This is an optimization exercise on Yosys and OpenROAD, whose aim is small area, a short achievable clock period and few clock cycles per item, not a production implementation.
Function was checked by simulation only, so behaviour that the tests miss may differ from the original.
Power figures rest on the tool's default switching activity, not on a simulated workload.

Setup of north:
==> module cache, before the edit <==
module cache(
    clk,
    proc_reset,
    proc_read,
    proc_write,
    proc_addr,
    proc_rdata,
    proc_wdata,
    proc_stall,
    mem_read,
    mem_write,
    mem_addr,
    mem_rdata,
    mem_wdata,
    mem_ready
);
    input          clk;
    input          proc_reset;
    input          proc_read, proc_write;
    input   [29:0] proc_addr;
    input   [31:0] proc_wdata;
    output         proc_stall;
    output  [31:0] proc_rdata;
    input  [127:0] mem_rdata;
    input          mem_ready;
    output         mem_read, mem_write;
    output  [27:0] mem_addr;
    output [127:0] mem_wdata;
    localparam S_IDLE = 2'd0;
    localparam S_RD   = 2'd1;
    localparam S_WR   = 2'd2;
    reg  [1:0]   state;
    reg  [1:0]   next_state;
    wire [24:0]  tag    = proc_addr[29:5];
    wire [2:0]   index  = proc_addr[4:2];
    wire [1:0]   offset = proc_addr[1:0];
    wire s_idle = (state == S_IDLE);
    wire s_rd   = (state == S_RD);
    wire s_wr   = (state == S_WR);
    wire req    = proc_read || proc_write;
    reg  [127:0] fill;
    always @(*) begin
        fill = mem_rdata;
        if (proc_write) fill[offset*32 +: 32] = proc_wdata;
    end
    reg  [7:0]   valid;
    wire [7:0]   line_hit;
    wire [127:0] line_data [0:7];
    reg  [7:0]   acc_sel;
    reg  [3:0]   acc_wsel;
    always @(posedge clk)
        if (s_idle) begin
            acc_sel  <= 8'b1 << index;
            acc_wsel <= 4'b1 << offset;
        end
    genvar gi, gw;
    generate
        for (gi = 0; gi < 8; gi = gi + 1) begin : g_line
            reg  [24:0]  ltag;
            reg  [127:0] ldata;
            cache_tag_cmp u_cmp (
                .v(valid[gi]), .a(ltag), .b(tag), .hit(line_hit[gi])
            );
            assign line_data[gi] = ldata;
            always @(posedge clk)
                if (acc_sel[gi] && s_rd) ltag <= tag;
            for (gw = 0; gw < 4; gw = gw + 1) begin : g_word
                always @(posedge clk)
                    if (acc_sel[gi] && (s_rd || (s_wr && acc_wsel[gw])))
                        ldata[gw*32 +: 32] <= fill[gw*32 +: 32];
            end
        end
    endgenerate
    wire         hit;
    wire [127:0] line;
    wire [7:0]   hsel;
    cache_dec8 u_hdec (.index(index), .sel(hsel));
    cache_hsel8 u_hsel (.sel(hsel), .d(line_hit), .q(hit));
    genvar gv;
    generate
        for (gv = 0; gv < 4; gv = gv + 1) begin : g_lword
            wire [7:0] dsel;
            cache_dec8 u_dec (.index(index), .sel(dsel));
            cache_wsel8 u_wsel (
                .sel(dsel),
                .d0(line_data[0][gv*32 +: 32]), .d1(line_data[1][gv*32 +: 32]),
                .d2(line_data[2][gv*32 +: 32]), .d3(line_data[3][gv*32 +: 32]),
                .d4(line_data[4][gv*32 +: 32]), .d5(line_data[5][gv*32 +: 32]),
                .d6(line_data[6][gv*32 +: 32]), .d7(line_data[7][gv*32 +: 32]),
                .q(line[gv*32 +: 32])
            );
        end
    endgenerate
    wire [3:0] wsel = {offset == 2'd3, offset == 2'd2, offset == 2'd1, offset == 2'd0};
    wire       done;
    cache_rsel8 u_rsel (
        .sel({{4{s_rd}} & wsel, {4{!s_rd}} & wsel}),
        .d0(line[31:0]),       .d1(line[63:32]),
        .d2(line[95:64]),      .d3(line[127:96]),
        .d4(mem_rdata[31:0]),  .d5(mem_rdata[63:32]),
        .d6(mem_rdata[95:64]), .d7(mem_rdata[127:96]),
        .q(proc_rdata)
    );
    reg  [127:0] merged;
    integer mw;
    always @(*)
        for (mw = 0; mw < 4; mw = mw + 1)
            merged[mw*32 +: 32] = wsel[mw] ? proc_wdata : line[mw*32 +: 32];
    assign mem_addr   = proc_addr[29:2];
    assign mem_wdata  = merged;
    assign proc_stall = !done;
    cache_ctl_out u_ctl (
        .hit(hit),
        .go_rd(s_idle && proc_read && !proc_write),
        .go_wr(s_idle && proc_write),
        .ready_done(mem_ready && (s_wr || (s_rd && !proc_write))),
        .s_rd(s_rd), .s_wr(s_wr),
        .mem_read(mem_read), .mem_write(mem_write), .done(done)
    );
    always @(*) begin
        next_state = state;
        case (state)
            S_IDLE: if (proc_write && hit)                      next_state = S_WR;
                    else if ((proc_read || proc_write) && !hit) next_state = S_RD;
            S_RD:   if (mem_ready) next_state = proc_write ? S_WR : S_IDLE;
            S_WR:   if (mem_ready) next_state = S_IDLE;
            default:               next_state = S_IDLE;
        endcase
    end
    always @(posedge clk or posedge proc_reset) begin
        if (proc_reset) begin
            state <= S_IDLE;
            valid <= 8'b0;
        end else begin
            state <= next_state;
            if (s_rd) valid <= valid | acc_sel;
        end
    end
endmodule
==> module cache_wsel8, before the edit <==
module cache_wsel8(sel, d0, d1, d2, d3, d4, d5, d6, d7, q);
    input  [7:0]  sel;
    input  [31:0] d0, d1, d2, d3, d4, d5, d6, d7;
    output [31:0] q;
    assign q = ({32{sel[0]}} & d0) | ({32{sel[1]}} & d1)
             | ({32{sel[2]}} & d2) | ({32{sel[3]}} & d3)
             | ({32{sel[4]}} & d4) | ({32{sel[5]}} & d5)
             | ({32{sel[6]}} & d6) | ({32{sel[7]}} & d7);
endmodule
export LEC_CHECK = 0
export CAP_MARGIN = 20
export CORE_MARGIN = 2
export CORE_UTILIZATION = 40
export SETUP_SLACK_MARGIN = 2.0
export SLEW_MARGIN = 20
export SYNTH_HIERARCHICAL = 1
export TNS_END_PERCENT = 0
create_clock -name core_clock -period 5.0 [get_ports {clk}]
standard.sh (not shown) runs the stock make flow with config.mk's settings and CLKGATE_MAP_FILE= SYNTH_SCRIPT=/design/flow/synth_recipe.tcl, a recipe that flattens the netlist after the stock synthesis.
==> flow/flow/run.sh <==
#!/bin/bash
# Layout flow: the standard ORFS flow (standard.sh, standard synthesis
# unchanged), with two changes to how the layout is made:
#  - the port buffers that global placement inserts are buf_2 cells rather
#    than the delay cells the resizer picks by default;
#  - clock tree synthesis runs with ORFS's default arguments plus
#    -dont_use_dummy_load, so no dummy loads are added to the clock tree,
#    and with sinks clustered up to 22 to a leaf buffer (at most 100 um across).
# make's full output goes to standard.log in this folder; ORFS's per-step
# logs stay under orfs/logs/.
set -euo pipefail
export BUFFER_PORTS_ARGS="-buffer_cell sky130_fd_sc_hd__buf_2"
export CTS_ARGS="-sink_clustering_enable -repair_clock_nets -dont_use_dummy_load -sink_clustering_size 22 -sink_clustering_max_diameter 100"
bash standard.sh > standard.log 2>&1
Testbench counts of north, summed over its fixed seeds: cycles 109,150, items 32,000.
The inputs of south differ from those of north as listed below.
--- a/flow/design.v
+++ b/flow/design.v
@@ -47,11 +47,5 @@
     wire [7:0]   line_hit;
     wire [127:0] line_data [0:7];
-    reg  [7:0]   acc_sel;
-    reg  [3:0]   acc_wsel;
-    always @(posedge clk)
-        if (s_idle) begin
-            acc_sel  <= 8'b1 << index;
-            acc_wsel <= 4'b1 << offset;
-        end
+    wire [7:0]   sel = 8'b1 << index;
     genvar gi, gw;
     generate
@@ -64,8 +58,8 @@
             assign line_data[gi] = ldata;
             always @(posedge clk)
-                if (acc_sel[gi] && s_rd) ltag <= tag;
+                if (sel[gi] && s_rd) ltag <= tag;
             for (gw = 0; gw < 4; gw = gw + 1) begin : g_word
                 always @(posedge clk)
-                    if (acc_sel[gi] && (s_rd || (s_wr && acc_wsel[gw])))
+                    if (sel[gi] && (s_rd || (s_wr && offset == gw)))
                         ldata[gw*32 +: 32] <= fill[gw*32 +: 32];
             end
@@ -79,14 +73,14 @@
     genvar gv;
     generate
-        for (gv = 0; gv < 4; gv = gv + 1) begin : g_lword
+        for (gv = 0; gv < 8; gv = gv + 1) begin : g_lhalf
             wire [7:0] dsel;
             cache_dec8 u_dec (.index(index), .sel(dsel));
             cache_wsel8 u_wsel (
                 .sel(dsel),
-                .d0(line_data[0][gv*32 +: 32]), .d1(line_data[1][gv*32 +: 32]),
-                .d2(line_data[2][gv*32 +: 32]), .d3(line_data[3][gv*32 +: 32]),
-                .d4(line_data[4][gv*32 +: 32]), .d5(line_data[5][gv*32 +: 32]),
-                .d6(line_data[6][gv*32 +: 32]), .d7(line_data[7][gv*32 +: 32]),
-                .q(line[gv*32 +: 32])
+                .d0(line_data[0][gv*16 +: 16]), .d1(line_data[1][gv*16 +: 16]),
+                .d2(line_data[2][gv*16 +: 16]), .d3(line_data[3][gv*16 +: 16]),
+                .d4(line_data[4][gv*16 +: 16]), .d5(line_data[5][gv*16 +: 16]),
+                .d6(line_data[6][gv*16 +: 16]), .d7(line_data[7][gv*16 +: 16]),
+                .q(line[gv*16 +: 16])
             );
         end
@@ -134,5 +128,5 @@
         end else begin
             state <= next_state;
-            if (s_rd) valid <= valid | acc_sel;
+            if (s_rd) valid[index] <= 1'b1;
         end
     end
@@ -174,9 +168,9 @@
 module cache_wsel8(sel, d0, d1, d2, d3, d4, d5, d6, d7, q);
     input  [7:0]  sel;
-    input  [31:0] d0, d1, d2, d3, d4, d5, d6, d7;
-    output [31:0] q;
-    assign q = ({32{sel[0]}} & d0) | ({32{sel[1]}} & d1)
-             | ({32{sel[2]}} & d2) | ({32{sel[3]}} & d3)
-             | ({32{sel[4]}} & d4) | ({32{sel[5]}} & d5)
-             | ({32{sel[6]}} & d6) | ({32{sel[7]}} & d7);
+    input  [15:0] d0, d1, d2, d3, d4, d5, d6, d7;
+    output [15:0] q;
+    assign q = ({16{sel[0]}} & d0) | ({16{sel[1]}} & d1)
+             | ({16{sel[2]}} & d2) | ({16{sel[3]}} & d3)
+             | ({16{sel[4]}} & d4) | ({16{sel[5]}} & d5)
+             | ({16{sel[6]}} & d6) | ({16{sel[7]}} & d7);
 endmodule
### Flow results
- south gives more cell area than north did.
- south has detail-routed net length per standard cell below what north had.
- south ended up with a lower share of final layout cell area taken by non-clock buffers than north did.
- In the tables for south and north, cell area after placement reads higher with south.
- Diff south and north: maximum frequency higher in north
- Number of antenna violations at the first check in global routing: higher on south
- Relative to north, share of total power in the clock network has increased by 5.2 points in south.
- From north to south the numbers moved as follows: signal arrival time at the worst endpoint went up 140 ps, setup slack at placement went down 200 ps.
Testbench counts of south, summed over its fixed seeds: cycles 109,150, items 32,000.

[what the ideal ports hide]
No port has a modelled driver above. Below, the same layouts with a new extraction and two added sets of constraints. Step 1: set_driving_cell puts a clkbuf_16 on clk and a buf_2 on each other input, an assumption about the parent block. Step 2 times the ports against the registers' clock, not the clock port: input delays grow and output delays shrink by t, the midpoint of the rising clock arrivals with the driver on. Three values: ideal, step 1, step 2; two values: the first two.
run	t, ns	slack for setup (ns)	worst setup path at the end
north	0.724	0.978 / 0.724 / 0.590	input to register
south	0.743	0.836 / 0.510 / 0.510	input to output
After both steps every run listed still meets setup and hold. For north, which loses most, drivers alone change the setup slack by -0.254 ns; drivers and shift together by -0.388 ns.
